Context: an optimization exercise on an open-source flow, tuned for small area, a short achievable clock period and few clock cycles per item. The choices shown serve that exercise and are no tape-out recipe. The RTL was checked by simulation tests, not by an equivalence proof against the original design.

$ cat design/flow/design.v
module geofence_sqrt #(parameter [11:0] CUT = 12'b0000_0100_0100) (
    input         clk,
    input  [23:0] a,
    output [11:0] root
);
genvar k;
generate
for (k = 1; k <= 12; k = k + 1) begin : st
    wire [k-1:0]        r_in;
    wire [2*(13-k)-1:0] a_in;
    wire [k:0]          r_out;
    wire [k-1:0]        q_out;
    wire [k+1:0]        rem2;
    wire [k+2:0]        diff;
    wire                ge;
    if (k == 1) begin : f
        assign r_in = 1'b0;
        assign a_in = a;
        assign rem2 = {r_in, a_in[23:22]};
        assign diff = {1'b0, rem2} - 4'd1;
        assign ge = ~diff[k+2];
        assign q_out = ge;
    end else begin : n
        wire [k-2:0] q_in;
        if (CUT[k-2]) begin : c
            reg [k-2:0]         q_r;
            reg [k-1:0]         r_r;
            reg [2*(13-k)-1:0]  a_r;
            always @(posedge clk) begin
                q_r <= st[k-1].q_out;
                r_r <= st[k-1].r_out;
                a_r <= st[k-1].a_in[2*(13-k)-1:0];
            end
            assign q_in = q_r;
            assign r_in = r_r;
            assign a_in = a_r;
        end else begin : w
            assign q_in = st[k-1].q_out;
            assign r_in = st[k-1].r_out;
            assign a_in = st[k-1].a_in[2*(13-k)-1:0];
        end
        assign rem2 = {r_in, a_in[2*(13-k)-1:2*(12-k)]};
        assign diff = {1'b0, rem2} - {2'b00, q_in, 2'b01};
        assign ge = ~diff[k+2];
        assign q_out = {q_in, ge};
    end
    assign r_out = ge ? diff[k:0] : rem2[k:0];
end
endgenerate
reg [11:0] root_r;
always @(posedge clk) root_r <= st[12].q_out;
assign root = root_r;
endmodule
module geofence ( clk,reset,X,Y,R,valid,is_inside);
input clk;
input reset;
input [9:0] X;
input [9:0] Y;
input [10:0] R;
output valid;
output is_inside;
reg [5:0] cyc;
reg valid_r, isin_r;
reg [1:0] opm;    
reg       npm;    
reg [2:0] npa, npb;
reg [2:0] nrot;   
reg [1:0] sq;     
reg       rh;     
reg       ce;     
reg [2:0] ci, cj;
reg       acc;    
localparam LAST = 6'd48;
always @(*) begin
    opm = 2'd0; sq = 2'd0; rh = 1'b0; ce = 1'b0; ci = 3'd0; cj = 3'd0; acc = 1'b0;
    npm = 1'b0; npa = 3'd0; npb = 3'd0; nrot = 3'd0;
    case (cyc)
    6'd0: begin opm = 2'd0; sq = 2'd0; rh = 1'b0; ce = 1'b0; ci = 3'd0; cj = 3'd0; acc = 1'b0; npm = 1'b0; npa = 3'd0; npb = 3'd0; nrot = 3'd1; end
    6'd1: begin opm = 2'd0; sq = 2'd0; rh = 1'b0; ce = 1'b0; ci = 3'd0; cj = 3'd0; acc = 1'b0; npm = 1'b0; npa = 3'd0; npb = 3'd0; nrot = 3'd2; end
    6'd2: begin opm = 2'd0; sq = 2'd0; rh = 1'b0; ce = 1'b0; ci = 3'd0; cj = 3'd0; acc = 1'b0; npm = 1'b0; npa = 3'd1; npb = 3'd2; nrot = 3'd3; end
    6'd3: begin opm = 2'd0; sq = 2'd0; rh = 1'b0; ce = 1'b0; ci = 3'd0; cj = 3'd0; acc = 1'b0; npm = 1'b0; npa = 3'd1; npb = 3'd3; nrot = 3'd4; end
    6'd4: begin opm = 2'd0; sq = 2'd0; rh = 1'b0; ce = 1'b0; ci = 3'd0; cj = 3'd0; acc = 1'b0; npm = 1'b0; npa = 3'd2; npb = 3'd3; nrot = 3'd5; end
    6'd5: begin opm = 2'd0; sq = 2'd0; rh = 1'b0; ce = 1'b1; ci = 3'd1; cj = 3'd2; acc = 1'b0; npm = 1'b0; npa = 3'd1; npb = 3'd4; nrot = 3'd0; end
    6'd6: begin opm = 2'd0; sq = 2'd0; rh = 1'b0; ce = 1'b1; ci = 3'd1; cj = 3'd3; acc = 1'b0; npm = 1'b0; npa = 3'd2; npb = 3'd4; nrot = 3'd1; end
    6'd7: begin opm = 2'd0; sq = 2'd0; rh = 1'b0; ce = 1'b1; ci = 3'd2; cj = 3'd3; acc = 1'b0; npm = 1'b0; npa = 3'd3; npb = 3'd4; nrot = 3'd2; end
    6'd8: begin opm = 2'd0; sq = 2'd0; rh = 1'b0; ce = 1'b1; ci = 3'd1; cj = 3'd4; acc = 1'b0; npm = 1'b0; npa = 3'd1; npb = 3'd5; nrot = 3'd3; end
    6'd9: begin opm = 2'd0; sq = 2'd0; rh = 1'b0; ce = 1'b1; ci = 3'd2; cj = 3'd4; acc = 1'b0; npm = 1'b0; npa = 3'd2; npb = 3'd5; nrot = 3'd4; end
    6'd10: begin opm = 2'd0; sq = 2'd0; rh = 1'b0; ce = 1'b1; ci = 3'd3; cj = 3'd4; acc = 1'b0; npm = 1'b0; npa = 3'd3; npb = 3'd5; nrot = 3'd5; end
    6'd11: begin opm = 2'd0; sq = 2'd0; rh = 1'b0; ce = 1'b1; ci = 3'd1; cj = 3'd5; acc = 1'b0; npm = 1'b0; npa = 3'd4; npb = 3'd5; nrot = 3'd0; end
    6'd12: begin opm = 2'd0; sq = 2'd0; rh = 1'b0; ce = 1'b1; ci = 3'd2; cj = 3'd5; acc = 1'b0; npm = 1'b0; npa = 3'd0; npb = 3'd0; nrot = 3'd1; end
    6'd13: begin opm = 2'd0; sq = 2'd0; rh = 1'b0; ce = 1'b1; ci = 3'd3; cj = 3'd5; acc = 1'b0; npm = 1'b0; npa = 3'd0; npb = 3'd0; nrot = 3'd2; end
    6'd14: begin opm = 2'd0; sq = 2'd0; rh = 1'b0; ce = 1'b1; ci = 3'd4; cj = 3'd5; acc = 1'b0; npm = 1'b0; npa = 3'd0; npb = 3'd0; nrot = 3'd3; end
    6'd15: begin opm = 2'd0; sq = 2'd0; rh = 1'b0; ce = 1'b0; ci = 3'd0; cj = 3'd0; acc = 1'b0; npm = 1'b1; npa = 3'd0; npb = 3'd0; nrot = 3'd4; end
    6'd16: begin opm = 2'd1; sq = 2'd0; rh = 1'b0; ce = 1'b0; ci = 3'd0; cj = 3'd0; acc = 1'b0; npm = 1'b0; npa = 3'd0; npb = 3'd0; nrot = 3'd5; end
    6'd17: begin opm = 2'd0; sq = 2'd0; rh = 1'b0; ce = 1'b0; ci = 3'd0; cj = 3'd0; acc = 1'b0; npm = 1'b0; npa = 3'd0; npb = 3'd0; nrot = 3'd0; end
    6'd18: begin opm = 2'd0; sq = 2'd0; rh = 1'b0; ce = 1'b0; ci = 3'd0; cj = 3'd0; acc = 1'b0; npm = 1'b1; npa = 3'd1; npb = 3'd0; nrot = 3'd1; end
    6'd19: begin opm = 2'd1; sq = 2'd0; rh = 1'b0; ce = 1'b0; ci = 3'd0; cj = 3'd0; acc = 1'b0; npm = 1'b1; npa = 3'd0; npb = 3'd0; nrot = 3'd2; end
    6'd20: begin opm = 2'd0; sq = 2'd0; rh = 1'b1; ce = 1'b0; ci = 3'd0; cj = 3'd0; acc = 1'b0; npm = 1'b0; npa = 3'd0; npb = 3'd0; nrot = 3'd3; end
    6'd21: begin opm = 2'd0; sq = 2'd0; rh = 1'b0; ce = 1'b0; ci = 3'd0; cj = 3'd0; acc = 1'b0; npm = 1'b1; npa = 3'd2; npb = 3'd0; nrot = 3'd4; end
    6'd22: begin opm = 2'd1; sq = 2'd0; rh = 1'b0; ce = 1'b0; ci = 3'd0; cj = 3'd0; acc = 1'b0; npm = 1'b1; npa = 3'd1; npb = 3'd0; nrot = 3'd5; end
    6'd23: begin opm = 2'd2; sq = 2'd0; rh = 1'b1; ce = 1'b0; ci = 3'd0; cj = 3'd0; acc = 1'b0; npm = 1'b0; npa = 3'd0; npb = 3'd0; nrot = 3'd0; end
    6'd24: begin opm = 2'd0; sq = 2'd0; rh = 1'b0; ce = 1'b0; ci = 3'd0; cj = 3'd0; acc = 1'b0; npm = 1'b1; npa = 3'd3; npb = 3'd0; nrot = 3'd1; end
    6'd25: begin opm = 2'd1; sq = 2'd1; rh = 1'b0; ce = 1'b0; ci = 3'd0; cj = 3'd0; acc = 1'b0; npm = 1'b1; npa = 3'd2; npb = 3'd0; nrot = 3'd2; end
    6'd26: begin opm = 2'd2; sq = 2'd2; rh = 1'b1; ce = 1'b0; ci = 3'd0; cj = 3'd0; acc = 1'b0; npm = 1'b0; npa = 3'd0; npb = 3'd0; nrot = 3'd3; end
    6'd27: begin opm = 2'd0; sq = 2'd0; rh = 1'b0; ce = 1'b0; ci = 3'd0; cj = 3'd0; acc = 1'b0; npm = 1'b1; npa = 3'd4; npb = 3'd0; nrot = 3'd4; end
    6'd28: begin opm = 2'd1; sq = 2'd1; rh = 1'b0; ce = 1'b0; ci = 3'd0; cj = 3'd0; acc = 1'b0; npm = 1'b1; npa = 3'd3; npb = 3'd0; nrot = 3'd5; end
    6'd29: begin opm = 2'd2; sq = 2'd2; rh = 1'b1; ce = 1'b0; ci = 3'd0; cj = 3'd0; acc = 1'b0; npm = 1'b1; npa = 3'd0; npb = 3'd0; nrot = 3'd0; end
    6'd30: begin opm = 2'd3; sq = 2'd0; rh = 1'b0; ce = 1'b0; ci = 3'd0; cj = 3'd0; acc = 1'b0; npm = 1'b1; npa = 3'd5; npb = 3'd0; nrot = 3'd1; end
    6'd31: begin opm = 2'd1; sq = 2'd1; rh = 1'b0; ce = 1'b0; ci = 3'd0; cj = 3'd0; acc = 1'b0; npm = 1'b1; npa = 3'd4; npb = 3'd0; nrot = 3'd2; end
    6'd32: begin opm = 2'd2; sq = 2'd2; rh = 1'b1; ce = 1'b0; ci = 3'd0; cj = 3'd0; acc = 1'b1; npm = 1'b1; npa = 3'd1; npb = 3'd0; nrot = 3'd3; end
    6'd33: begin opm = 2'd3; sq = 2'd0; rh = 1'b0; ce = 1'b0; ci = 3'd0; cj = 3'd0; acc = 1'b0; npm = 1'b0; npa = 3'd0; npb = 3'd0; nrot = 3'd4; end
    6'd34: begin opm = 2'd0; sq = 2'd1; rh = 1'b0; ce = 1'b0; ci = 3'd0; cj = 3'd0; acc = 1'b0; npm = 1'b1; npa = 3'd5; npb = 3'd0; nrot = 3'd5; end
    6'd35: begin opm = 2'd2; sq = 2'd2; rh = 1'b1; ce = 1'b0; ci = 3'd0; cj = 3'd0; acc = 1'b1; npm = 1'b1; npa = 3'd2; npb = 3'd0; nrot = 3'd0; end
    6'd36: begin opm = 2'd3; sq = 2'd0; rh = 1'b0; ce = 1'b0; ci = 3'd0; cj = 3'd0; acc = 1'b0; npm = 1'b0; npa = 3'd0; npb = 3'd0; nrot = 3'd1; end
    6'd37: begin opm = 2'd0; sq = 2'd1; rh = 1'b0; ce = 1'b0; ci = 3'd0; cj = 3'd0; acc = 1'b0; npm = 1'b0; npa = 3'd0; npb = 3'd0; nrot = 3'd2; end
    6'd38: begin opm = 2'd2; sq = 2'd2; rh = 1'b0; ce = 1'b0; ci = 3'd0; cj = 3'd0; acc = 1'b1; npm = 1'b1; npa = 3'd3; npb = 3'd0; nrot = 3'd3; end
    6'd39: begin opm = 2'd3; sq = 2'd0; rh = 1'b0; ce = 1'b0; ci = 3'd0; cj = 3'd0; acc = 1'b0; npm = 1'b0; npa = 3'd0; npb = 3'd0; nrot = 3'd4; end
    6'd40: begin opm = 2'd0; sq = 2'd1; rh = 1'b0; ce = 1'b0; ci = 3'd0; cj = 3'd0; acc = 1'b0; npm = 1'b0; npa = 3'd0; npb = 3'd0; nrot = 3'd5; end
    6'd41: begin opm = 2'd0; sq = 2'd2; rh = 1'b0; ce = 1'b0; ci = 3'd0; cj = 3'd0; acc = 1'b1; npm = 1'b1; npa = 3'd4; npb = 3'd0; nrot = 3'd0; end
    6'd42: begin opm = 2'd3; sq = 2'd0; rh = 1'b0; ce = 1'b0; ci = 3'd0; cj = 3'd0; acc = 1'b0; npm = 1'b0; npa = 3'd0; npb = 3'd0; nrot = 3'd1; end
    6'd43: begin opm = 2'd0; sq = 2'd0; rh = 1'b0; ce = 1'b0; ci = 3'd0; cj = 3'd0; acc = 1'b0; npm = 1'b0; npa = 3'd0; npb = 3'd0; nrot = 3'd2; end
    6'd44: begin opm = 2'd0; sq = 2'd0; rh = 1'b0; ce = 1'b0; ci = 3'd0; cj = 3'd0; acc = 1'b1; npm = 1'b1; npa = 3'd5; npb = 3'd0; nrot = 3'd3; end
    6'd45: begin opm = 2'd3; sq = 2'd0; rh = 1'b0; ce = 1'b0; ci = 3'd0; cj = 3'd0; acc = 1'b0; npm = 1'b0; npa = 3'd0; npb = 3'd0; nrot = 3'd4; end
    6'd46: begin opm = 2'd0; sq = 2'd0; rh = 1'b0; ce = 1'b0; ci = 3'd0; cj = 3'd0; acc = 1'b0; npm = 1'b0; npa = 3'd0; npb = 3'd0; nrot = 3'd5; end
    6'd47: begin opm = 2'd0; sq = 2'd0; rh = 1'b0; ce = 1'b0; ci = 3'd0; cj = 3'd0; acc = 1'b1; npm = 1'b0; npa = 3'd0; npb = 3'd0; nrot = 3'd0; end
    6'd48: begin opm = 2'd0; sq = 2'd0; rh = 1'b0; ce = 1'b0; ci = 3'd0; cj = 3'd0; acc = 1'b0; npm = 1'b0; npa = 3'd0; npb = 3'd0; nrot = 3'd0; end
    default: ;
    endcase
end
always @(posedge clk, posedge reset) begin
    if (reset) begin
        cyc <= 6'd0;
        valid_r <= 1'b0;
    end else begin
        cyc <= (cyc == LAST) ? 6'd0 : cyc + 6'd1;
        valid_r <= (cyc == LAST - 6'd1);
    end
end
assign valid = valid_r;
assign is_inside = isin_r;
reg [30:0] ring [0:5];
reg [9:0]  x0, y0;    
integer n;
always @(posedge clk) begin
    for (n = 0; n < 5; n = n + 1)
        ring[n] <= ring[n+1];
    ring[5] <= (cyc < 6'd6) ? {X, Y, R} : ring[0];
    if (cyc == 6'd0) begin
        x0 <= X;
        y0 <= Y;
    end
end
reg [2:0] rank [1:5];
reg [5:0] la, lb;    
reg [5:0] na, nb;    
reg [5:0] sa, sb;
integer m;
always @(*) begin
    la = 6'd0; lb = 6'd0;
    if (!npm) begin
        la[npa] = 1'b1;
        lb[npb] = 1'b1;
    end else begin
        la[0] = (npa == 3'd0);
        lb[0] = (npa == 3'd5);
        for (m = 1; m < 6; m = m + 1) begin
            la[m] = (rank[m] == npa - 3'd1);
            lb[m] = (rank[m] == npa);
        end
    end
    for (m = 0; m < 6; m = m + 1) begin
        na[m] = la[(m + nrot) % 6];
        nb[m] = lb[(m + nrot) % 6];
    end
end
always @(posedge clk) begin
    sa <= na;
    sb <= nb;
end
reg [9:0]  xa, ya, xb, yb;
reg [10:0] ra, rb;
always @(*) begin
    xa = 10'd0; ya = 10'd0; ra = 11'd0; xb = 10'd0; yb = 10'd0; rb = 11'd0;
    for (m = 0; m < 6; m = m + 1) begin
        xa = xa | (ring[m][30:21] & {10{sa[m]}});
        ya = ya | (ring[m][20:11] & {10{sa[m]}});
        ra = ra | (ring[m][10:0]  & {11{sa[m]}});
        xb = xb | (ring[m][30:21] & {10{sb[m]}});
        yb = yb | (ring[m][20:11] & {10{sb[m]}});
        rb = rb | (ring[m][10:0]  & {11{sb[m]}});
    end
end
wire [11:0] sqo;             
reg  [10:0] rah, rbh;        
reg  [11:0] s_h, a_h;        
reg  [23:0] vh;              
reg  [11:0] t1h;             
reg  [23:0] p1, p2;          
reg         g1, g2;          
reg         gp1, gp2;        
wire [12:0] s2 = sqo + rah + rbh;
always @(posedge clk) begin
    if (rh) begin
        rah <= ra;
        rbh <= rb;
    end
    s_h <= s2[12:1];
    a_h <= sqo;
    vh  <= p2;
    t1h <= sqo;
end
reg [11:0] u1p, u1q, u2p, u2q, u3p, u3q, u4p, u4q;
reg        u3add;
always @(*) begin
    u3add = 1'b0;
    case (opm)
    2'd0: begin  
        u1p = xa;  u1q = x0;
        u2p = yb;  u2q = y0;
        u3p = ya;  u3q = y0;
        u4p = xb;  u4q = x0;
    end
    2'd1: begin  
        u1p = xa;  u1q = xb;
        u2p = xa;  u2q = xb;
        u3p = ya;  u3q = yb;
        u4p = ya;  u4q = yb;
    end
    2'd2: begin  
        u1p = s_h; u1q = 12'd0;
        u2p = s_h; u2q = rah;
        u3p = s_h; u3q = rbh;
        u4p = s_h; u4q = a_h;
    end
    default: begin  
        u1p = t1h; u1q = 12'd0;
        u2p = sqo; u2q = 12'd0;
        u3p = xa;  u3q = xb; u3add = 1'b1;
        u4p = yb;  u4q = ya;
    end
    endcase
end
wire [12:0] d1 = {1'b0, u1p} - {1'b0, u1q};
wire [12:0] d2 = {1'b0, u2p} - {1'b0, u2q};
wire [12:0] d3 = u3add ? ({1'b0, u3p} + {1'b0, u3q}) : ({1'b0, u3p} - {1'b0, u3q});
wire [12:0] d4 = {1'b0, u4p} - {1'b0, u4q};
wire [11:0] m1 = d1[12] ? -d1[11:0] : d1[11:0];
wire [11:0] m2 = d2[12] ? -d2[11:0] : d2[11:0];
wire [11:0] m3 = d3[12] ? -d3[11:0] : d3[11:0];
wire [11:0] m4 = d4[12] ? -d4[11:0] : d4[11:0];
reg [11:0] o1, o2, o3, o4;
always @(posedge clk) begin
    o1 <= m1; o2 <= m2; o3 <= m3; o4 <= m4;
    g1 <= d1[12] ^ d2[12];
    g2 <= d3[12] ^ d4[12];
    p1 <= o1 * o2;
    p2 <= o3 * o4;
    gp1 <= g1;
    gp2 <= g2;
end
wire p2gt = p2 > p1;
wire p2lt = p2 < p1;
wire ccw = gp2 ? (gp1 ? p2gt : 1'b1) : (gp1 ? 1'b0 : p2lt);
always @(posedge clk) begin
    for (m = 1; m < 6; m = m + 1) begin
        if (cyc == 6'd0)
            rank[m] <= 3'd0;
        else if (ce && ((ccw && cj == m) || (!ccw && ci == m)))
            rank[m] <= rank[m] + 3'd1;
    end
end
reg [23:0] sqi;
always @(*) begin
    case (sq)
    2'd0: sqi = p1 + p2;
    2'd1: sqi = p1;
    default: sqi = vh;
    endcase
end
geofence_sqrt #(.CUT(12'b0001_0010_0100)) U_SQ (.clk(clk), .a(sqi), .root(sqo));
reg [25:0] tacc;
reg [25:0] sacc;
wire [25:0] tnew = tacc + p1;
wire [25:0] snew = gp2 ? sacc - p2 : sacc + p2;
always @(posedge clk) begin
    if (cyc == 6'd0) begin
        tacc <= 26'd0;
        sacc <= 26'd0;
    end else if (acc) begin
        tacc <= tnew;
        sacc <= snew;
    end
    if (cyc == LAST - 6'd1)
        isin_r <= !snew[25] && ({tnew, 1'b0} <= {1'b0, snew});
end
endmodule
$ cat design/flow/constraint.sdc
create_clock -name core_clock -period 22.0 [get_ports {clk}]
set_input_delay 4.4000 -clock core_clock [delete_from_list [all_inputs] [get_ports {clk}]]
set_output_delay 4.4000 -clock core_clock [all_outputs]
set_load 0.01 [all_outputs]
$ cat design/flow/run.sh
#!/bin/bash
# synth_recipe.tcl (not shown) runs the flow's synth.tcl, then flattens the netlist and writes it again
# the make line also repeats each setting of config.mk as NAME=value (left out here)
make -C /OpenROAD-flow-scripts/flow DESIGN_CONFIG=/design/flow/config.mk WORK_HOME=/design/flow/orfs CLKGATE_MAP_FILE= SYNTH_SCRIPT=/design/flow/synth_recipe.tcl finish
$ cat design/flow/config.mk
export PLATFORM = sky130hd
export DESIGN_NAME = geofence
export DESIGN_NICKNAME = geofence
export VERILOG_FILES = /design/flow/design.v
export SDC_FILE = /design/flow/constraint.sdc
export NUM_CORES = 4
export LEC_CHECK = 0
export ABC_CLOCK_PERIOD_IN_PS = 6000
export CAP_MARGIN = 20
export CORE_MARGIN = 2
export CORE_UTILIZATION = 40
export SLEW_MARGIN = 20
==> results of run 1 <==
[cell type report]
| type | instances | area, um^2 | area share, % |
|---|---|---|---|
| sequential | 550 | 11480 | 25.65 |
| tap | 1368 | 1712 | 3.826 |
| inverter | 422 | 1587 | 3.546 |
| multi-input combinational | 3524 | 27130 | 60.65 |
| clock inverter | 40 | 569.3 | 1.273 |
| timing repair buffer | 64 | 565.5 | 1.264 |
| clock buffer | 76 | 1694 | 3.787 |
[routing by layer]
layer | up-vias | GRT usage (%) | share of wire [%]
met5 | - | 0 | 0
met4 | 0 | 5.998 | 2.6
met3 | 172 | 2.260 | 4.8
met2 | 807 | 33.90 | 46
met1 | 15780 | 28.96 | 47
li1 | 16080 | - | -
[registers in the layout, indices dropped and copies added (netlist names), 15 cells and up]
| signal | cells |
|---|---|
| U_SQ.st.n.c.a_r | 36 |
| vh | 24 |
| U_SQ.st.n.c.q_r | 18 |
| p2 | 24 |
| U_SQ.st.n.c.r_r | 21 |
| tacc | 26 |
| p1 | 24 |
| ring | 186 |
| sacc | 26 |
| rank | 15 |
[worst min-delay path by stage]
stage                     cells after the start              startpoint                      to  slack (ns)
after floorplan                               0   U_SQ.st[7].n.c.a_r[0]  U_SQ.st[10].n.c.a_r[0]        0.31
after global placement                        0   U_SQ.st[4].n.c.a_r[5]   U_SQ.st[7].n.c.a_r[5]        0.31
after detailed placement                      0   U_SQ.st[4].n.c.a_r[0]   U_SQ.st[7].n.c.a_r[0]        0.31
after CTS                                     0   U_SQ.st[4].n.c.a_r[5]   U_SQ.st[7].n.c.a_r[5]        0.33
after global routing                          0   U_SQ.st[4].n.c.a_r[9]   U_SQ.st[7].n.c.a_r[9]        0.33
final                                         0  U_SQ.st[4].n.c.a_r[10]  U_SQ.st[7].n.c.a_r[10]        0.32
[logic make-up after synthesis]
family                     count (synthesis)
AOI/OAI and AO/OA                       1136
xor gates and xnor gates                 300
and+or+nand+nor                         1354
muxes                                     96
buffers and inverters                    621
adders and majority gates                638
DFF                                      550
[cells in the final DEF, fill, tap and decap left out, drive strengths merged, types with 43 or more instances in the layout]
| master | Yosys | routed |
|---|---|---|
| inv | 421 | 427 |
| mux2 | 54 | 54 |
| o21ai | 204 | 204 |
| and2 | 134 | 134 |
| nor3 | 51 | 51 |
| dfxtp | 500 | 500 |
| a21o | 100 | 100 |
| nand2 | 533 | 533 |
| nand3 | 103 | 103 |
| clkbuf | 163 | 76 |
| nor2b | 52 | 52 |
| ha | 420 | 420 |
| xor2 | 96 | 96 |
| fa | 218 | 218 |
| nor2 | 273 | 273 |
| a22oi | 178 | 178 |
| xnor2 | 204 | 204 |
| edfxtp | 43 | 43 |
| a21oi | 335 | 335 |
[per-stage QoR]
stage	util, %	cells	instance area, um^2	worst slack (ns)
2_1_floorplan	-	4695	40930	16.27
3_3_place_gp	41.81	5928	42470	15.07
3_5_place_dp	41.81	5928	42470	15.03
4_1_cts	44.03	6044	44740	14.96
5_1_grt	44.03	6044	44740	14.24
6_report	44.03	6044	44740	14.91
==> results.sh, run 1 <==
export IMPL_status="complete, no violations"
export IMPL_post_cts_resize_count=0
export IMPL_cts_htree_levels=2
export IMPL_yosys_warnings=4
export IMPL_critical_path_buf_inv_count=3
export IMPL_fin_tns_setup_ns=0
export IMPL_cp_arrival_ns=7.58
export IMPL_route_detailed_drc=0
export IMPL_yosys_area_share_xor_xnor_pct=6.420
export IMPL_cell_area_synth_mm2=0.04093
export IMPL_dpl_hpwl_mm=82.80
export IMPL_critical_path_reg2reg_startpoint="U_SQ.st[10].n.c.q_r[0]"
export IMPL_setup_violations=0
export IMPL_global_route_usage_total_pct=20.77
export IMPL_dr_pass1_iters=6
export IMPL_syn2layout_area_growth_pct=9.306
export IMPL_place_port_buffers=34
export IMPL_dr_total_vias=32830
export IMPL_synthAdderAreaFrac_pct=23.50
export IMPL_wl_per_cell_um=18.09
export IMPL_grt_first_pass_wirelength_mm=174.0
export IMPL_ys_ff_latch=550
export IMPL_synth_commonest_cells="531 x nand2_1, 500 x dfxtp_1, 420 x ha_1, 420 x inv_1, 333 x a21oi_1"
export IMPL_cts_hold_fix_buffers=0
export IMPL_final_period_minus_worst_setup_slack_ns=7.091
export IMPL_layout_cells_sized_above_1_pct=5.560
export IMPL_finalMaxSlewViolations=0
export IMPL_drtAntennaViolNets=0
export IMPL_die_h_um=323.9
export IMPL_critPathCaptureType="flip-flop"
export IMPL_worst_setup_path_start_kind="flip-flop"
export IMPL_r2r_slack_ns=14.91
export IMPL_initial_utilization_pct=40.28
export IMPL_syn_num_nets=5366
export IMPL_achievable_frequency_mhz=141.0
export IMPL_worst_endpoint_required_ns=22.49
export IMPL_postSynth_topFlopCell="dfxtp_1"
export IMPL_final_hold_violation_count=0
export IMPL_synth_lib_cells_used_distinct=90
export IMPL_synth_compound_gate_area_share_pct=18.00
export IMPL_antenna_violations_before_repair=3
export IMPL_crit_cells=29
export IMPL_worst_r2r_cell_count=29
export IMPL_path_delay_family="compound AO/OA/AOI/OAI gates"
export IMPL_most_common_cell_in_the_netlist="nand2_1"
export IMPL_cts_tree="yes"
export IMPL_drv_max_cap_violation_count=0
export IMPL_first_global_vias=31700
export IMPL_cp_slowest_stage_delay_ns=0.70
export IMPL_crit_slowest_cell="o21ai_1"
export IMPL_core_region_area_mm2=0.1016
export IMPL_wirelength_mm=109.3
export IMPL_timing_max_slew_rel_slack_pct=31.76
export IMPL_yosys_area_top_type_share_pct=24.46
export IMPL_die_area_mm2=0.1049
export IMPL_tightestPinTransition_ns=1.014
export IMPL_crit_reg2reg_capture="U_SQ.root_r[0]"
export IMPL_synth_mux_area_share_pct=2.605
export IMPL_synthCells=4695
export IMPL_clk_pin_slew_ns=0.06
export IMPL_cts_root_cell="clkbuf_16"
export IMPL_cts_root_to_sink_buffers=3
export IMPL_floorplan_rows=117
export IMPL_drtIter0Drc=2598
export IMPL_maximum_fanout_along_the_worst_path=17
export IMPL_routabilityCongestion=0.9006
export IMPL_yosysTopAreaCell="dfxtp_1"
export IMPL_rsz_0062_raised_after_global_routing="no"
export IMPL_post_drt_via_cell_ratio=5.432
export IMPL_cts_made_buffers=61
export IMPL_grt_max_degree=83
export IMPL_cp_common_cell="a21o_1"
export IMPL_number_of_clock_sinks=550
export IMPL_fin_nets=5294
export IMPL_grt_overflow_total=0
export IMPL_synth_top_family_by_area="adder cells"
export IMPL_design_portCount=35
export IMPL_endpoint_of_the_most_critical_setup_path="U_SQ.root_r[0]"
export IMPL_final_period_utilization_pct=32.23
export IMPL_min_delay_path_class="flip-flop to flip-flop"
export IMPL_die_x_um=323.9
export IMPL_ffs_w_async_s_r_synth_pct=1.273
export IMPL_yosys_top_cells_area="dfxtp_1 24%, ha_1 13%, fa_1 11%"
export IMPL_antenna_diode_count=0
export IMPL_crit_path_class="flip-flop to flip-flop"
export IMPL_timing_critical_path_from="U_SQ.st[10].n.c.q_r[0]"
export IMPL_avg_inst_size_synth_um2=8.717
export IMPL_cts_setup_buffers=0
export IMPL_yosysSeqAreaShare_pct=28.04
export IMPL_synth_edf_count=43
export IMPL_post_synth_and_or_nand_nor_area_fraction_pct=15.59
export IMPL_hold_ws_ns=0.3244
export IMPL_timing_clock_skew_ns=0.06099
export IMPL_fillerInstances=10020
export IMPL_clock_latency_ns=0.68
Testbench counts, summed over its fixed seeds: cycles 117,592, objects 2,400.
==> run 2: changes to the inputs <==
==> design/flow/flow/run.sh (new file) <==
#!/bin/bash
# The standard layout (the standard.sh, unchanged synthesis and steps),
# with repair_timing asked for 15 ns of extra setup slack so that it works
# on the paths that set the achieved period. Same clock and constraints.
set -euo pipefail
bash standard.sh SETUP_SLACK_MARGIN=15 finish > flow_make.log 2>&1
==> design/flow/standard.sh (new file) <==
#!/bin/bash
# synth_recipe.tcl (not shown) runs the flow's synth.tcl, then flattens the netlist and writes it again
# the make line also repeats each setting of config.mk as NAME=value (left out here)
make -C /OpenROAD-flow-scripts/flow DESIGN_CONFIG=/design/flow/config.mk WORK_HOME=/design/flow/orfs CLKGATE_MAP_FILE= SYNTH_SCRIPT=/design/flow/synth_recipe.tcl "${@:-finish}"
removed: design/flow/run.sh
==> run 2 against run 1 <==
  * First-iteration DRC count is 11% lower
  * Cell area is 0.13% higher
  * Cell count hardly changed
  * Worst hold slack hardly changed
  * Synthesized area stayed put
  * Wire length is 0.11% higher
  * Critical path depth is 8 lower
  * Via count hardly changed
  * Count of clock-buffer cells in the layout stayed put
  * Sequential share of layout area hardly changed
  * Global-route usage hardly changed
  * Critical endpoint is now o3[11]
  * Largest cell class unchanged
==> results.sh, run 2 <==
export IMPL_drv_max_cap_violation_count=0
export IMPL_syn2layout_area_growth_pct=9.444
export IMPL_grt_max_degree=83
export IMPL_ys_ff_latch=550
export IMPL_die_x_um=323.9
export IMPL_grt_overflow_total=0
export IMPL_cts_tree="yes"
export IMPL_status="complete, no violations"
export IMPL_setup_ws_ns=15.52
export IMPL_clock_latency_ns=0.68
export IMPL_most_frequent_standard_cell_in_the_layout_excluding_fill_and_tap_cells="nand2_1"
export IMPL_routabilityCongestion=0.9006
export IMPL_top_flop_regs="ring: 186 flops, U_SQ.st.n.c.a_r: 36 flops"
export IMPL_largest_register_ffs=186
export IMPL_grt_first_pass_wirelength_mm=174.0
export IMPL_synthCells=4695
export IMPL_rsz_0062_raised_after_global_routing="no"
export IMPL_global_route_usage_total_pct=20.77
export IMPL_dr_total_vias=32860
export IMPL_yosys_warnings=4
export IMPL_tightestPinTransition_ns=1.039
export IMPL_hold_ws_ns=0.3240
export IMPL_maximum_fanout_along_the_worst_path=78
export IMPL_worst_endpoint_required_ns=22.56
export IMPL_place_worst_setup_slack_ns=15.03
export IMPL_syn_num_nets=5366
export IMPL_antenna_diode_count=0
export IMPL_cts_root_cell="clkbuf_16"
export IMPL_critPathCaptureType="flip-flop"
export IMPL_largest_register="ring"
export IMPL_commonest_non_fill_non_tap_cells_in_the_layout="531 x nand2_1, 500 x dfxtp_1, 420 x ha_1, 419 x inv_1, 332 x a21oi_1"
export IMPL_fin_tns_setup_ns=0
export IMPL_fin_nets=5297
export IMPL_post_drt_via_cell_ratio=5.434
export IMPL_place_port_buffers=34
export IMPL_number_of_clock_sinks=550
export IMPL_cell_area_synth_mm2=0.04093
export IMPL_initial_utilization_pct=40.28
export IMPL_worst_setup_path_start_kind="flip-flop"
export IMPL_final_period_minus_worst_setup_slack_ns=6.485
export IMPL_postSynth_topFlopCell="dfxtp_1"
export IMPL_floorplan_rows=117
export IMPL_clk_pin_slew_ns=0.06
export IMPL_cts_htree_levels=2
export IMPL_route_detailed_drc=0
export IMPL_most_common_cell_in_the_netlist="nand2_1"
export IMPL_yosys_top_cells_area="dfxtp_1 24%, ha_1 13%, fa_1 11%"
export IMPL_design_portCount=35
export IMPL_yosysSeqAreaShare_pct=28.04
export IMPL_die_area_mm2=0.1049
export IMPL_ffs_w_async_s_r_synth_pct=1.273
export IMPL_synth_commonest_cells="531 x nand2_1, 500 x dfxtp_1, 420 x ha_1, 420 x inv_1, 333 x a21oi_1"
export IMPL_drtAntennaViolNets=0
export IMPL_layout_cells_sized_above_1_pct=5.685
export IMPL_dr_pass1_iters=7
export IMPL_cp_arrival_ns=7.04
export IMPL_finalMaxSlewViolations=0
export IMPL_yosysTopAreaCell="dfxtp_1"
export IMPL_first_global_vias=31700
export IMPL_wirelength_mm=109.5
export IMPL_cts_hold_fix_buffers=0
export IMPL_synth_edf_count=43
export IMPL_final_period_utilization_pct=29.48
export IMPL_core_region_area_mm2=0.1016
export IMPL_cts_root_to_sink_buffers=3
export IMPL_achievable_frequency_mhz=154.2
export IMPL_drtIter0Drc=2317
export IMPL_dpl_hpwl_mm=82.80
export IMPL_min_delay_path_class="flip-flop to flip-flop"
export IMPL_layout_core_utilization_pct=44.09
export IMPL_timing_max_slew_rel_slack_pct=30.12
export IMPL_die_h_um=323.9
export IMPL_avg_inst_size_synth_um2=8.717
export IMPL_cts_made_buffers=61
export IMPL_final_hold_violation_count=0
export IMPL_synth_lib_cells_used_distinct=90
export IMPL_antenna_violations_before_repair=3
export IMPL_wl_per_cell_um=18.10
export IMPL_crit_path_class="flip-flop to flip-flop"
export IMPL_yosys_area_top_type_share_pct=24.46
export IMPL_setup_violations=0
export IMPL_timing_clock_skew_ns=0.06253
[run 2: cell types whose count changed in the layout (fill, tap and decap cells not counted), sizes merged]
cell / delta
buf: +3
clkinv: -1
clkinvlp: +1
[run 2: worst max-delay path, cell delays in order, from the launching register on]
cell and delay, ns:
dfrtp_1 0.56, inv_1 0.23, ha_1 0.50, nand2_1 0.20
a31oi_2 0.11, a32o_2 0.32, nor2_4 0.12, buf_6 0.41
mux4_2 0.62, o311ai_1 0.52, mux2_2 0.40, ha_1 0.35
a21boi_0 0.16, o21a_1 0.22, nor3_1 0.41, a211oi_1 0.21
nand2_1 0.13, a21oi_1 0.07, o21bai_1 0.31, nand2_2 0.22
o31ai_1 0.13, xnor2_1 0.12
[run 2: stage by stage]
stage / area [um^2] / cells
2_1_floorplan: 40930 / 4695
3_3_place_gp: 42470 / 5928
3_5_place_dp: 42470 / 5928
4_1_cts: 44740 / 6044
5_1_grt: 44790 / 6047
6_report: 44790 / 6047
[run 2: timing repair]
item | 4_1_cts | 5_1_grt
resized for setup | 1 | 8
buffers inserted | 0 | 3
setup endpoints to repair | 1 | 26
[run 2: kinds of logic (layout without fill, tap and decap cells)]
family,count (synthesis),after routing,share of synthesized area (%)
AOI/OAI and AO/OA,1136,1136,18.00
DFF,550,550,28.04
muxes,96,96,2.605
adders and majority gates,638,638,23.50
and+or+nand+nor,1354,1354,15.59
xor gates and xnor gates,300,300,6.420
buffers and inverters,621,605,5.836
[run 2: worst paths after layout]
| check | startpoint | endpoint | slack, ns | cells past startpoint |
|---|---|---|---|---|
| max in group asynchronous | reset | cyc[1] | 17.82 | 2 |
| worst max-delay path | cyc[1] | o3[11] | 15.52 | 21 |
| worst min-delay path | U_SQ.st[4].n.c.a_r[10] | U_SQ.st[7].n.c.a_r[10] | 0.32 | 0 |
| worst min register to register | U_SQ.st[4].n.c.a_r[10] | U_SQ.st[7].n.c.a_r[10] | 0.32 | 0 |
| min in group asynchronous | reset | valid_r | 3.96 | 2 |
| worst max register to register | cyc[1] | o3[11] | 15.52 | 21 |
[run 2: area by class of cell]
cell class                 instances  area (um^2)
clock buffer                      76         1694
clock inverter                    40        569.3
fill                           10020        56800
inverter                         422         1590
multi-input combinational       3524        27150
sequential                       550        11480
tap                             1368         1712
timing repair buffer              67        603.1
[run 2: routing by layer]
metal	vias to the layer above	global-route usage, %	wire, um
li1	16090	-	-
met1	15780	28.96	51580
met2	829	33.90	49780
met3	167	2.260	5248
met4	0	5.998	2859
met5	-	0	0

## separate check: timing with driven ports
The results above use ideal ports. As a check the final layouts listed here were re-extracted and re-timed, cells and wires unchanged. Step 1 (the two cells are an assumption about what drives the block):
set clk [get_ports {clk}]
set_driving_cell -lib_cell sky130_fd_sc_hd__clkbuf_16 $clk
set_driving_cell -lib_cell sky130_fd_sc_hd__buf_2 [delete_from_list [all_inputs] $clk]
Step 2 also shifts input and output timing later by t, the mid clock arrival at the registers, as if the neighbouring blocks saw the same clock. Slacks: ideal ports / drivers / drivers and shift; pairs: ideal ports / drivers.
| run | shift t [ns] | setup WS [ns] | hold slack, ns | worst setup path after step 2 | clock arrival spread, ns |
|---|---|---|---|---|---|
| run 1 | 0.712 | 14.909 / 14.909 / 14.909 | 0.324 / 0.324 / 0.324 | register to register | 0.063 / 0.062 |
| run 2 | 0.712 | 15.515 / 15.515 / 15.515 | 0.324 / 0.324 / 0.324 | register to register | 0.064 / 0.064 |
After both steps every run listed still meets setup and hold.
